This is an optimization exercise on Yosys and OpenROAD, whose aim is small area, a short achievable clock period and few clock cycles, not a production implementation.
Where RTL was checked, it was by simulation tests only, not by an equivalence proof against the original.
Power is estimated from default activity; no workload was simulated.

==> exp/indigo: inputs <==
==> flow/design.v (excerpt) <==
module Histograma (
    input  wire        clk,
    input  wire        reset,             
    input  wire [13:0] data_ener,
    input  wire [5:0]  data_cant,
    input  wire        enable,
    input  wire        escritura_signal,
    input  wire [9:0]  dir_inicio,
    output reg  [13:0] hist_data,
    output reg  [9:0]  hist_addr,
    output reg         r_w_hist,
    output reg  [10:0] cant_ener_addr,
    output wire        r_w_cant_ener,
    output reg         fin_signal
);
  assign r_w_cant_ener = 1'b0;
  reg        run;           
  reg        e_val;         
  reg        e_zero;        
  reg        e_ok;          
  reg [4:0]  e_bin;         
  reg [5:0]  wcnt;          
  reg [4:0]  ptr;           
  reg [4:0]  rsel;          
  reg [3:0]  rs_lo;         
  reg [7:0]  rs_hi;         
  reg        upd1;          
  reg        fwd;           
  reg [3:0]  we_lo;         
  reg [7:0]  we_hi;         
  reg        clr;           
  reg [13:0] hbin [0:31];
  wire idle       = !run && !r_w_hist;
  wire start      = idle && enable;
  wire start_wr   = start && escritura_signal;
  wire start_pass = start && !escritura_signal;
  wire last_entry = e_val && e_zero;        
  wire take_e     = e_val && !e_zero;       
  wire counted    = take_e && e_ok;
  wire last_word  = (wcnt == 6'd33);
  wire advance    = start_wr || (r_w_hist && !last_word);
  wire [4:0] ptr_next  = advance ? ptr + 5'd1 : ptr;
  wire [3:0] ptr_lo = 4'd1 << ptr[1:0];
  wire [7:0] ptr_hi = 8'd1 << ptr[4:2];
  wire [13:0] rinc  = hist_data + 14'd1;
  integer k;
  reg [13:0] rdata;
  always @(*) begin
    rdata = 14'd0;
    for (k = 0; k < 32; k = k + 1)
      rdata = rdata | (hbin[k] & {14{rs_lo[k % 4] && rs_hi[k / 4]}});
  end
  always @(posedge clk) begin
    e_zero <= (data_ener == 14'd0);
    e_ok   <= (data_cant > 6'd1) && !data_ener[13];
    e_bin  <= data_ener[12:8];
  end
  always @(posedge clk) begin
    clr <= !reset;
    if (!reset) begin
      run            <= 1'b0;
      e_val          <= 1'b0;
  ...
==> module Histograma, before the edit <==
module Histograma (
    input  wire        clk,
    input  wire        reset,             
    input  wire [13:0] data_ener,
    input  wire [5:0]  data_cant,
    input  wire        enable,
    input  wire        escritura_signal,
    input  wire [9:0]  dir_inicio,
    output reg  [13:0] hist_data,
    output reg  [9:0]  hist_addr,
    output reg         r_w_hist,
    output reg  [10:0] cant_ener_addr,
    output wire        r_w_cant_ener,
    output reg         fin_signal
);
  assign r_w_cant_ener = 1'b0;
  reg        run;           
  reg        e_val;         
  reg        e_zero;        
  reg        e_ok;          
  reg [4:0]  e_bin;         
  reg [5:0]  wcnt;          
  reg [4:0]  ptr;           
  reg [4:0]  rsel;          
  reg [3:0]  rs_lo;         
  reg [7:0]  rs_hi;         
  reg        upd1;          
  reg        fwd;           
  reg [3:0]  we_lo;         
  reg [7:0]  we_hi;         
  reg        clr;           
  reg [13:0] hbin [0:31];
  wire idle       = !run && !r_w_hist;
  wire start      = idle && enable;
  wire start_wr   = start && escritura_signal;
  wire start_pass = start && !escritura_signal;
  wire last_entry = e_val && e_zero;        
  wire take_e     = e_val && !e_zero;       
  wire counted    = take_e && e_ok;
  wire last_word  = (wcnt == 6'd33);
  wire advance    = start_wr || (r_w_hist && !last_word);
  wire [4:0] ptr_next  = advance ? ptr + 5'd1 : ptr;
  wire [3:0] ptr_lo = 4'd1 << ptr[1:0];
  wire [7:0] ptr_hi = 8'd1 << ptr[4:2];
  wire [13:0] rinc  = hist_data + 14'd1;
  integer k;
  reg [13:0] rdata;
  always @(*) begin
    rdata = 14'd0;
    for (k = 0; k < 32; k = k + 1)
      rdata = rdata | (hbin[k] & {14{rs_lo[k % 4] && rs_hi[k / 4]}});
  end
  always @(posedge clk) begin
    e_zero <= (data_ener == 14'd0);
    e_ok   <= (data_cant > 6'd1) && !data_ener[13];
    e_bin  <= data_ener[12:8];
  end
  always @(posedge clk) begin
    clr <= !reset;
    if (!reset) begin
      run            <= 1'b0;
      e_val          <= 1'b0;
      r_w_hist       <= 1'b0;
      fin_signal     <= 1'b0;
      cant_ener_addr <= 11'd1;
      ptr            <= 5'd0;
      rsel           <= 5'd0;
      rs_lo          <= 4'd0;
      rs_hi          <= 8'd0;
      upd1           <= 1'b0;
      fwd            <= 1'b0;
      we_lo          <= 4'hf;
      we_hi          <= 8'hff;
    end else begin
      e_val   <= run && !last_entry;
      upd1    <= counted;
      fwd     <= upd1 && (take_e ? (rsel == e_bin) : (rsel == ptr));
      ptr     <= ptr_next;
      rsel    <= take_e ? e_bin : ptr_next;
      rs_lo   <= take_e  ? (4'd1 << e_bin[1:0]) :
                 advance ? {ptr_lo[2:0], ptr_lo[3]} : ptr_lo;
      rs_hi   <= take_e  ? (8'd1 << e_bin[4:2]) :
                 (advance && ptr[1:0] == 2'd3) ? {ptr_hi[6:0], ptr_hi[7]} : ptr_hi;
      we_lo   <= upd1 ? (4'd1 << rsel[1:0]) : 4'd0;
      we_hi   <= 8'd1 << rsel[4:2];
      if (start_pass || (run && !last_entry))
        cant_ener_addr <= cant_ener_addr + 11'd1;
      else
        cant_ener_addr <= 11'd1;
      if (start_pass)
        run <= 1'b1;
      else if (last_entry)
        run <= 1'b0;
      if (start_wr)
        r_w_hist <= 1'b1;
      else if (r_w_hist && last_word)
        r_w_hist <= 1'b0;
      if (start)
        fin_signal <= 1'b0;
      else if (last_entry || (r_w_hist && last_word))
        fin_signal <= 1'b1;
    end
  end
  always @(posedge clk) begin
    hist_data <= fwd ? rinc : rdata;
    wcnt      <= start_wr ? 6'd0 : wcnt + 6'd1;
    hist_addr <= start_wr ? dir_inicio : hist_addr + 10'd1;
  end
  wire [13:0] wdata = rinc & {14{!clr}};
  always @(posedge clk) begin
    for (k = 0; k < 32; k = k + 1)
      if (we_lo[k % 4] && we_hi[k / 4])
        hbin[k] <= wdata;
  end
endmodule
export LEC_CHECK = 0
export CAP_MARGIN = 20
export CORE_MARGIN = 2
export CORE_UTILIZATION = 55
export CTS_CLUSTER_DIAMETER = 80
export CTS_CLUSTER_SIZE = 22
export SETUP_SLACK_MARGIN = 4.25
export SLEW_MARGIN = 20
create_clock -name core_clock -period 6.5 [get_ports {clk}]
standard.sh (not shown) runs the stock make flow with config.mk's settings and CLKGATE_MAP_FILE= SYNTH_SCRIPT=/design/flow/synth_recipe.tcl, a recipe that flattens the netlist after the stock synthesis.
==> flow/flow/run.sh <==
#!/bin/bash
# The standard layout, with the resizer free to swap cells across footprints
# and the ports buffered with the smallest buffer (the resizer sizes them up
# where timing needs).
set -euo pipefail
bash standard.sh MATCH_CELL_FOOTPRINT=0 "BUFFER_PORTS_ARGS=-buffer_cell sky130_fd_sc_hd__buf_1" finish > flow_make.log 2>&1
==> exp/nickel: changes against exp/indigo <==
--- a/flow/design.v
+++ b/flow/design.v
@@ -17,6 +17,4 @@
   reg        run;           
-  reg        e_val;         
-  reg        e_zero;        
-  reg        e_ok;          
-  reg [4:0]  e_bin;         
+  reg        stale;         
+  reg        wr_pend;       
   reg [5:0]  wcnt;          
@@ -34,7 +32,8 @@
   wire start      = idle && enable;
-  wire start_wr   = start && escritura_signal;
+  wire start_wr   = (start && escritura_signal && !stale) || wr_pend;
   wire start_pass = start && !escritura_signal;
-  wire last_entry = e_val && e_zero;        
-  wire take_e     = e_val && !e_zero;       
-  wire counted    = take_e && e_ok;
+  wire ener_zero  = (data_ener == 14'd0);
+  wire [4:0] ebin = data_ener[12:8];
+  wire last_entry = run && ener_zero;       
+  wire counted    = run && (data_cant > 6'd1) && !ener_zero && !data_ener[13];
   wire last_word  = (wcnt == 6'd33);
@@ -53,7 +52,2 @@
   always @(posedge clk) begin
-    e_zero <= (data_ener == 14'd0);
-    e_ok   <= (data_cant > 6'd1) && !data_ener[13];
-    e_bin  <= data_ener[12:8];
-  end
-  always @(posedge clk) begin
     clr <= !reset;
@@ -61,3 +55,4 @@
       run            <= 1'b0;
-      e_val          <= 1'b0;
+      stale          <= 1'b0;
+      wr_pend        <= 1'b0;
       r_w_hist       <= 1'b0;
@@ -74,10 +69,11 @@
     end else begin
-      e_val   <= run && !last_entry;
+      stale   <= last_entry;
+      wr_pend <= start && escritura_signal && stale;
       upd1    <= counted;
-      fwd     <= upd1 && (take_e ? (rsel == e_bin) : (rsel == ptr));
+      fwd     <= upd1 && (run ? (rsel == ebin) : (rsel == ptr));
       ptr     <= ptr_next;
-      rsel    <= take_e ? e_bin : ptr_next;
-      rs_lo   <= take_e  ? (4'd1 << e_bin[1:0]) :
+      rsel    <= run ? ebin : ptr_next;
+      rs_lo   <= run     ? (4'd1 << ebin[1:0]) :
                  advance ? {ptr_lo[2:0], ptr_lo[3]} : ptr_lo;
-      rs_hi   <= take_e  ? (8'd1 << e_bin[4:2]) :
+      rs_hi   <= run     ? (8'd1 << ebin[4:2]) :
                  (advance && ptr[1:0] == 2'd3) ? {ptr_hi[6:0], ptr_hi[7]} : ptr_hi;
@@ -85,3 +81,3 @@
       we_hi   <= 8'd1 << rsel[4:2];
-      if (start_pass || (run && !last_entry))
+      if (start_pass || (run && !ener_zero))
         cant_ener_addr <= cant_ener_addr + 11'd1;
--- a/flow/config.mk
+++ b/flow/config.mk
@@ -9,3 +9,3 @@
 export CORE_MARGIN = 2
-export CORE_UTILIZATION = 55
+export CORE_UTILIZATION = 65
 export CTS_CLUSTER_DIAMETER = 80
==> exp/willow: changes against exp/indigo <==
==> flow/design.v (replaced) <==
module Histograma (
    input  wire        clk,
    input  wire        reset,             
    input  wire [13:0] data_ener,
    input  wire [5:0]  data_cant,
    input  wire        enable,
    input  wire        escritura_signal,
    input  wire [9:0]  dir_inicio,
    output reg  [13:0] hist_data,
    output reg  [9:0]  hist_addr,
    output reg         r_w_hist,
    output reg  [10:0] cant_ener_addr,
    output wire        r_w_cant_ener,
    output reg         fin_signal
);
  assign r_w_cant_ener = 1'b0;
  reg        run;           
  reg [5:0]  wcnt;          
  reg [4:0]  ptr;           
  reg        upd1, upd2;    
  reg [4:0]  idx1, idx2;    
  reg [13:0] hbin [0:31];
  wire idle       = !run && !r_w_hist;
  wire start      = idle && enable;
  wire start_wr   = start && escritura_signal;
  wire start_pass = start && !escritura_signal;
  wire ener_zero  = (data_ener == 14'd0);
  wire counted    = run && (data_cant > 6'd1) && !ener_zero && !data_ener[13];
  wire last_word  = (wcnt == 6'd33);
  wire [4:0]  rsel  = upd1 ? idx1 : ptr;
  wire [13:0] rinc  = hist_data + 14'd1;
  wire        fwd   = upd2 && (idx2 == rsel);
  always @(posedge clk) begin
    if (!reset) begin
      run            <= 1'b0;
      r_w_hist       <= 1'b0;
      fin_signal     <= 1'b0;
      cant_ener_addr <= 11'd1;
      ptr            <= 5'd0;
      upd1           <= 1'b0;
      upd2           <= 1'b0;
    end else begin
      upd1 <= counted;
      upd2 <= upd1;
      if (start_pass || (run && !ener_zero))
        cant_ener_addr <= cant_ener_addr + 11'd1;
      else
        cant_ener_addr <= 11'd1;
      if (start_pass)
        run <= 1'b1;
      else if (run && ener_zero)
        run <= 1'b0;
      if (start_wr)
        r_w_hist <= 1'b1;
      else if (r_w_hist && last_word)
        r_w_hist <= 1'b0;
      if (start_wr || (r_w_hist && !last_word))
        ptr <= ptr + 5'd1;
      if (start)
        fin_signal <= 1'b0;
      else if ((run && ener_zero) || (r_w_hist && last_word))
        fin_signal <= 1'b1;
    end
  end
  always @(posedge clk) begin
    idx1      <= data_ener[12:8];
    idx2      <= idx1;
    hist_data <= fwd ? rinc : hbin[rsel];
    wcnt      <= start_wr ? 6'd0 : wcnt + 6'd1;
    hist_addr <= start_wr ? dir_inicio : hist_addr + 10'd1;
  end
  wire [13:0] wdata = rinc & {14{reset}};
  integer k;
  always @(posedge clk) begin
    for (k = 0; k < 32; k = k + 1)
      if (!reset || (upd2 && idx2 == k[4:0]))
        hbin[k] <= wdata;
  end
endmodule
==> flow/run.sh (new file) <==
#!/bin/bash
# synth_recipe.tcl (not shown) runs the flow's synth.tcl, then flattens the netlist and writes it again
# the make line also repeats each setting of config.mk as NAME=value (left out here)
make -C /OpenROAD-flow-scripts/flow DESIGN_CONFIG=/design/flow/config.mk WORK_HOME=/design/flow/orfs CLKGATE_MAP_FILE= SYNTH_SCRIPT=/design/flow/synth_recipe.tcl finish
--- a/flow/config.mk
+++ b/flow/config.mk
@@ -9,6 +9,4 @@
 export CORE_MARGIN = 2
-export CORE_UTILIZATION = 55
-export CTS_CLUSTER_DIAMETER = 80
-export CTS_CLUSTER_SIZE = 22
-export SETUP_SLACK_MARGIN = 4.25
+export CORE_UTILIZATION = 40
+export SETUP_SLACK_MARGIN = 3.5
 export SLEW_MARGIN = 20
removed: flow/flow/run.sh
removed: flow/standard.sh
==> impl_results.md <==
- Status: complete, no violations
- HPWL after detailed placement: 37.3 mm
- Crit path DAT: 3.45 ns
- Vias: 13.2k
- Multi-input gate area: 5330 um^2
- Synth Area in XOR/XNOR: 1.77%
- Synth top area share: 66.4%
- R2r startpoint: upd1$_SDFF_PN0_
- Cell row count: 82
- Clock power frac: 36.4%
- Multi-input combinational area share: 22.3%
- Die Y: 229 um
- Element type at the critical path end: flip-flop
- Design Area, Final: 23900 um^2
- Worst slack, placed: 2.28 ns
- Top delay family on crit path: simple AND/OR/NAND/NOR gates
- CORE AREA: 50100 um^2
- Sequential cell count: 509
the above is filed under exp/willow

==> impl_results.md <==
- Vias: 12.8k
- Top delay family on crit path: flip-flops
- CORE AREA: 30500 um^2
- Sequential cell count: 531
- Status: complete, no violations
- Multi-input combinational area share: 21.2%
- Die Y: 180 um
- Synth top area share: 67.1%
- Design Area, Final: 22600 um^2
the above is filed under exp/nickel

==> impl_results.md <==
- Cell row count: 70
- CORE AREA: 36300 um^2
- Top delay family on crit path: flip-flops
- Worst slack, placed: 3.24 ns
- Status: complete, no violations
- Element type at the critical path end: output port
- Crit path DAT: 1.11 ns
- Die Y: 195 um
- R2r startpoint: rs_hi[2]$_SDFF_PN0_
- Clock power frac: 28.3%
- Multi-input gate area: 4650 um^2
- Synth Area in XOR/XNOR: 1.87%
the above is filed under exp/indigo

Testbench counts of exp/indigo, summed over its fixed seeds: cycles 19,957.
Testbench counts of exp/nickel, summed over its fixed seeds: cycles 19,861.
No functional check of the RTL was part of exp/willow.

## afterwards: timing with drivers on the ports
The results above use ideal ports. As a check the final layouts listed here were re-extracted and re-timed, cells and wires unchanged. Step 1, drivers: a clkbuf_16 drives clk and a buf_2 each remaining input, both assumed. Step 2, shift: input delay + t, output delay - t, t = (earliest + latest rising clock arrival at the registers) / 2. This alone moves slack from input paths to output paths. Three values: no drivers, after step 1, after step 2; two values: the first two.
run	shift t [ns]	setup slack, ns	clock arrival spread, ns
exp/indigo	0.637	4.090 / 4.032 / 3.868	0.019 / 0.019
exp/nickel	0.629	4.092 / 4.037 / 3.749	0.018 / 0.019
exp/willow	0.658	3.533 / 3.481 / 3.048	0.022 / 0.022
After both steps every run listed still meets setup and hold. The setup slack of exp/willow, which loses most, moves by -0.052 ns with the drivers and by -0.485 ns with both steps.
